Background: an optimization exercise with open tools, aiming at small area and a short achievable clock period. Do not read the settings as production practice. In this exercise RTL edits were held to simulation tests only and were not proved equivalent to the original. The flow treats the clock pin as an ideal source, which a real chip does not have.

## raven
Design prng, start of the top module:
module prng (
    input logic [31:0] seed,
    output logic [31:0] rand_num,
    input logic clk,
    input logic rst
);
Settings: LEC_CHECK=0, CAP_MARGIN=20, CORE_MARGIN=2, CORE_UTILIZATION=60, SETUP_SLACK_MARGIN=3.0, SLEW_MARGIN=20, SYNTH_HIERARCHICAL=1; clock period 7.0 ns.
standard.sh (not shown) runs the stock make flow with config.mk's settings and CLKGATE_MAP_FILE= SYNTH_SCRIPT=/design/flow/synth_recipe.tcl, a recipe that flattens the netlist after the stock synthesis.
==> flow/flow/run.sh <==
#!/bin/bash
# Standard layout with two changes: the smallest buffer on each port, and
# useful clock skew between registers after clock tree synthesis (skew.tcl).
export BUFFER_PORTS_ARGS="-buffer_cell sky130_fd_sc_hd__buf_1"
export POST_CTS_TCL="$PWD/flow/skew.tcl"
export RECOVER_POWER=100
bash standard.sh > standard.log 2>&1
==> flow/flow/skew.py <==
#!/usr/bin/env python3
"""Plan a later clock arrival for registers (useful skew).

usage: skew.py PATHS PERIOD

PATHS holds lines "kind from to slack" as skew.tcl writes them. A delay D[r]
(>= 0) on register r's clock changes a register-to-register path s->e by
D[s] - D[e]. The plan finds the smallest period T such that:
  setup   (PERIOD - slack) + D[s] - D[e] <= T      for register pairs
  hold    slack + D[s] - D[e] >= HOLD_MARGIN
  output  (PERIOD - slack) + D[s] <= T            (the skew may only hurt)
  input   (PERIOD - slack) <= T                   (no gain from the skew)
  D[r] <= DMAX
and prints, for each register that needs a delay, a chain of delay cells.
"""
import sys

DMAX = 1.2
HOLD_MARGIN = 0.2
# cells and the delay each adds in front of one register's clock pin (ns)
CELLS = [
    ('sky130_fd_sc_hd__clkbuf_1', 0.09, 3.75),
    ('sky130_fd_sc_hd__dlygate4sd1_1', 0.20, 8.76),
    ('sky130_fd_sc_hd__clkdlybuf4s50_1', 0.46, 10.01),
]

path_file, period = sys.argv[1], float(sys.argv[2])
setup, hold, outp, inp, inhold = {}, {}, {}, {}, {}
regs = set()
for line in open(path_file):
    f = line.split()
    if len(f) != 4:
        continue
    kind, s, e, sl = f[0], f[1], f[2], float(f[3])
    if kind == 'max':
        setup[(s, e)] = min(setup.get((s, e), 1e9), sl)
        regs.update((s, e))
    elif kind == 'min':
        hold[(s, e)] = min(hold.get((s, e), 1e9), sl)
        regs.update((s, e))
    elif kind == 'outmax':
        outp[s] = min(outp.get(s, 1e9), sl)
        regs.add(s)
    elif kind == 'inmax':
        inp[e] = min(inp.get(e, 1e9), sl)
        regs.add(e)
    elif kind == 'inmin':
        inhold[e] = min(inhold.get(e, 1e9), sl)
        regs.add(e)
regs = sorted(regs)
idx = {r: i + 1 for i, r in enumerate(regs)}


def solve(T):
    # difference constraints x[b] >= x[a] + w as edges (a, b, w); longest path
    edges = []
    for r in regs:
        ub = DMAX
        if r in inhold:
            ub = min(ub, inhold[r] - HOLD_MARGIN)
        if r in outp:
            ub = min(ub, T - (period - outp[r]))
        if ub < 0:
            return None
        edges.append((0, idx[r], 0.0))
        edges.append((idx[r], 0, -ub))
    for (s, e), sl in setup.items():
        d = period - sl
        if s == e:
            if d > T:
                return None
            continue
        edges.append((idx[s], idx[e], d - T))
    for (s, e), sl in hold.items():
        if s == e:
            continue
        # D[e] - D[s] <= sl - margin
        edges.append((idx[e], idx[s], -(sl - HOLD_MARGIN)))
    for e, sl in inp.items():
        if period - sl > T:
            return None
    n = len(regs) + 1
    x = [0.0] + [-1e18] * (n - 1)
    for it in range(n + 1):
        changed = False
        for a, b, w in edges:
            if x[a] > -1e17 and x[a] + w > x[b] + 1e-9:
                x[b] = x[a] + w
                changed = True
        if not changed:
            return {r: x[idx[r]] for r in regs}
        if x[0] > 1e-9:
            return None
    return None


t0 = max(period - sl for sl in setup.values())
lo, hi = 0.0, t0
if solve(hi) is None:
    print(f'# no skew plan (T0 {t0:.3f})')
    sys.exit(0)
for _ in range(40):
    m = (lo + hi) / 2
    if solve(m) is None:
        lo = m
    else:
        hi = m
T = hi
D = solve(T)
print(f'# period without skew {t0:.3f}, with skew {T:.3f}')


def chain(delta):
    # fewest-area chain of cells whose delay is closest to delta
    best = None
    for a in range(0, 4):
        for b in range(0, 4):
            for c in range(0, 4):
                if a + b + c == 0 or a + b + c > 4:
                    continue
                n = (a, b, c)
                d = sum(k * cell[1] for k, cell in zip(n, CELLS))
                area = sum(k * cell[2] for k, cell in zip(n, CELLS))
                cost = abs(d - delta) + 0.004 * area
                if best is None or cost < best[0]:
                    best = (cost, n)
    out = []
    for k, cell in zip(best[1], CELLS):
        out += [cell[0]] * k
    return out


for r in regs:
    d = D[r]
    if d < 0.06:
        continue
    print('delay', r, f'{d:.3f}', ' '.join(chain(d)))
Other scripts of this flow, unchanged in this note and not shown: flow/flow/skew.tcl
raven: all stages done; final checks FAILED (max-capacitance violations, max-slew violations).
Modified inputs, lagoon compared to raven
--- a/flow/flow/run.sh
+++ b/flow/flow/run.sh
@@ -6 +5,0 @@
-export RECOVER_POWER=100
--- a/flow/flow/skew.py
+++ b/flow/flow/skew.py
@@ -18 +18 @@
-DMAX = 1.2
+DMAX = 1.8
==> summary.txt <==
First-iteration DRC count ends up lower on lagoon.
Stage delay of the slowest cell on the critical path, lagoon and raven: smaller value in lagoon
Of the two values seen for highest metal layer with signal wires, met4 was produced by raven and met5 by lagoon.
[compare] base=raven new=lagoon: maximum frequency climbed 30%; detailed-route wire length per cell has decreased; final worst setup slack increased by 1.13 ns relative to the old numbers.
Summary across lagoon and raven: the single failing run is raven.
lagoon against raven: area used by multi-input combinational logic increased by 48 sq um relative to the old numbers; simple-gate area share of the yosys netlist barely changed.
Share of cell area taken by flip-flops and latches was higher in lagoon than in raven.
Inputs modified between lagoon and fjord:
- SETUP_SLACK_MARGIN changed from 3.0 to 3.3
--- a/flow/flow/skew.py
+++ b/flow/flow/skew.py
@@ -18 +18 @@
-DMAX = 1.8
+DMAX = 1.2
Comparing fjord and lagoon, maximum fanout count along the critical path is higher on fjord. Launching element of the worst setup path = state[17]: lagoon; launching element of the worst setup path = state[21]: fjord. Comparing fjord and lagoon, the higher number of cells on the worst reg-to-reg path is on lagoon. Instance count on the critical path was lower in fjord than in lagoon. fjord vs lagoon, placed instance area went up by about 4%.
--- input diff fjord..juniper ---
- SETUP_SLACK_MARGIN changed from 3.3 to 2.0
## What came out
| worst path setup slack after routing | juniper vs fjord | 0.55 ns lower |
Compared with fjord, juniper shows a filler cell count in the final layout that is 27% higher.
As far as clock-pin slew on the worst setup and hold paths is concerned, fjord and juniper perform about the same.
Relative to fjord, final instance area has gone down in juniper.
Sort fjord and juniper by global-route track usage on met1, ascending, and juniper comes first.
Top achievable clock speed went down by more than 10% going from fjord to juniper.
Modified inputs, yarrow compared to juniper
- changing SETUP_SLACK_MARGIN from 2.0 to 3.4
--- a/flow/flow/run.sh
+++ b/flow/flow/run.sh
@@ -5,0 +6 @@
+export SKIP_CTS_REPAIR_TIMING=1
--- a/flow/flow/skew.py
+++ b/flow/flow/skew.py
@@ -60 +60 @@
-            ub = min(ub, inhold[r] - HOLD_MARGIN)
+            ub = min(ub, max(0.0, inhold[r] - HOLD_MARGIN))
@@ -78 +78 @@
-        edges.append((idx[e], idx[s], -(sl - HOLD_MARGIN)))
+        edges.append((idx[e], idx[s], -max(0.0, sl - HOLD_MARGIN)))
@@ -97 +97,2 @@
-t0 = max(period - sl for sl in setup.values())
+t0 = max([period - sl for sl in setup.values()] + [period - sl for sl in inp.values()]
+         + [period - sl for sl in outp.values()])
Results
fa_2 as the standard cell with the maximum stage delay on the critical path was reported by yarrow, and dfxtp_1 by juniper.
In the reports for yarrow and juniper, the smaller shortest period the worst path allows belongs to yarrow.
Changes observed in yarrow relative to juniper: post-placement cell count flat, layout overhead on the synthesized area up 15 points, wire length reported by the detailed router up about 13%.
The worst hold slack in yarrow sits 0.021 ns below the value recorded for juniper.
Cell area | yarrow vs juniper | yarrow larger
juniper reports its timing endpoint of the critical path as state[18] while yarrow reports state[22].
When yarrow is set beside juniper, its filler-free cell count of the finished design turns out to be 7.5% larger.
--- input diff yarrow..cedar ---
- changing SETUP_SLACK_MARGIN from 3.4 to 3.0
- setting CTS_BUF_LIST to sky130_fd_sc_hd__clkbuf_4 sky130_fd_sc_hd__clkbuf_8 for the first time
- changing CORE_UTILIZATION from 60 to 50
### Flow results
Vias: cedar below yarrow
cedar vs yarrow, start point of the critical path: state[18] vs state[15]

==> separate check: timing with driven ports <==
In the flow no input, the clock included, has a driving cell. The finished layouts below were timed again as built, in two steps. Step 1: set_driving_cell puts a clkbuf_16 on clk and a buf_2 on each other input, an assumption about the parent block. Step 2, shift: input delay + t, output delay - t, t = (earliest + latest rising clock arrival at the registers) / 2. This alone moves slack from input paths to output paths. Three values: no drivers, after step 1, after step 2; two values: the first two.
run	t, ns	setup slack, ns	clock arrival spread, ns	worst slew at a driven data input, ns	pins driven straight from the clock port
raven	0.974	2.059 / 2.059 / 2.059	1.177 / 1.177	0.04	1
lagoon	0.968	3.194 / 3.194 / 3.194	1.173 / 1.173	0.04	1
fjord	0.972	3.148 / 3.148 / 3.148	1.158 / 1.158	0.05	1
juniper	0.924	2.600 / 2.600 / 2.600	1.072 / 1.072	0.03	1
yarrow	0.981	3.230 / 3.230 / 3.230	1.164 / 1.163	0.04	1
cedar	0.983	3.090 / 3.090 / 3.090	1.154 / 1.155	0.03	1
In every run listed the clock reaches the registers at very different times; t lies between them, and the last value is a rough guide only.
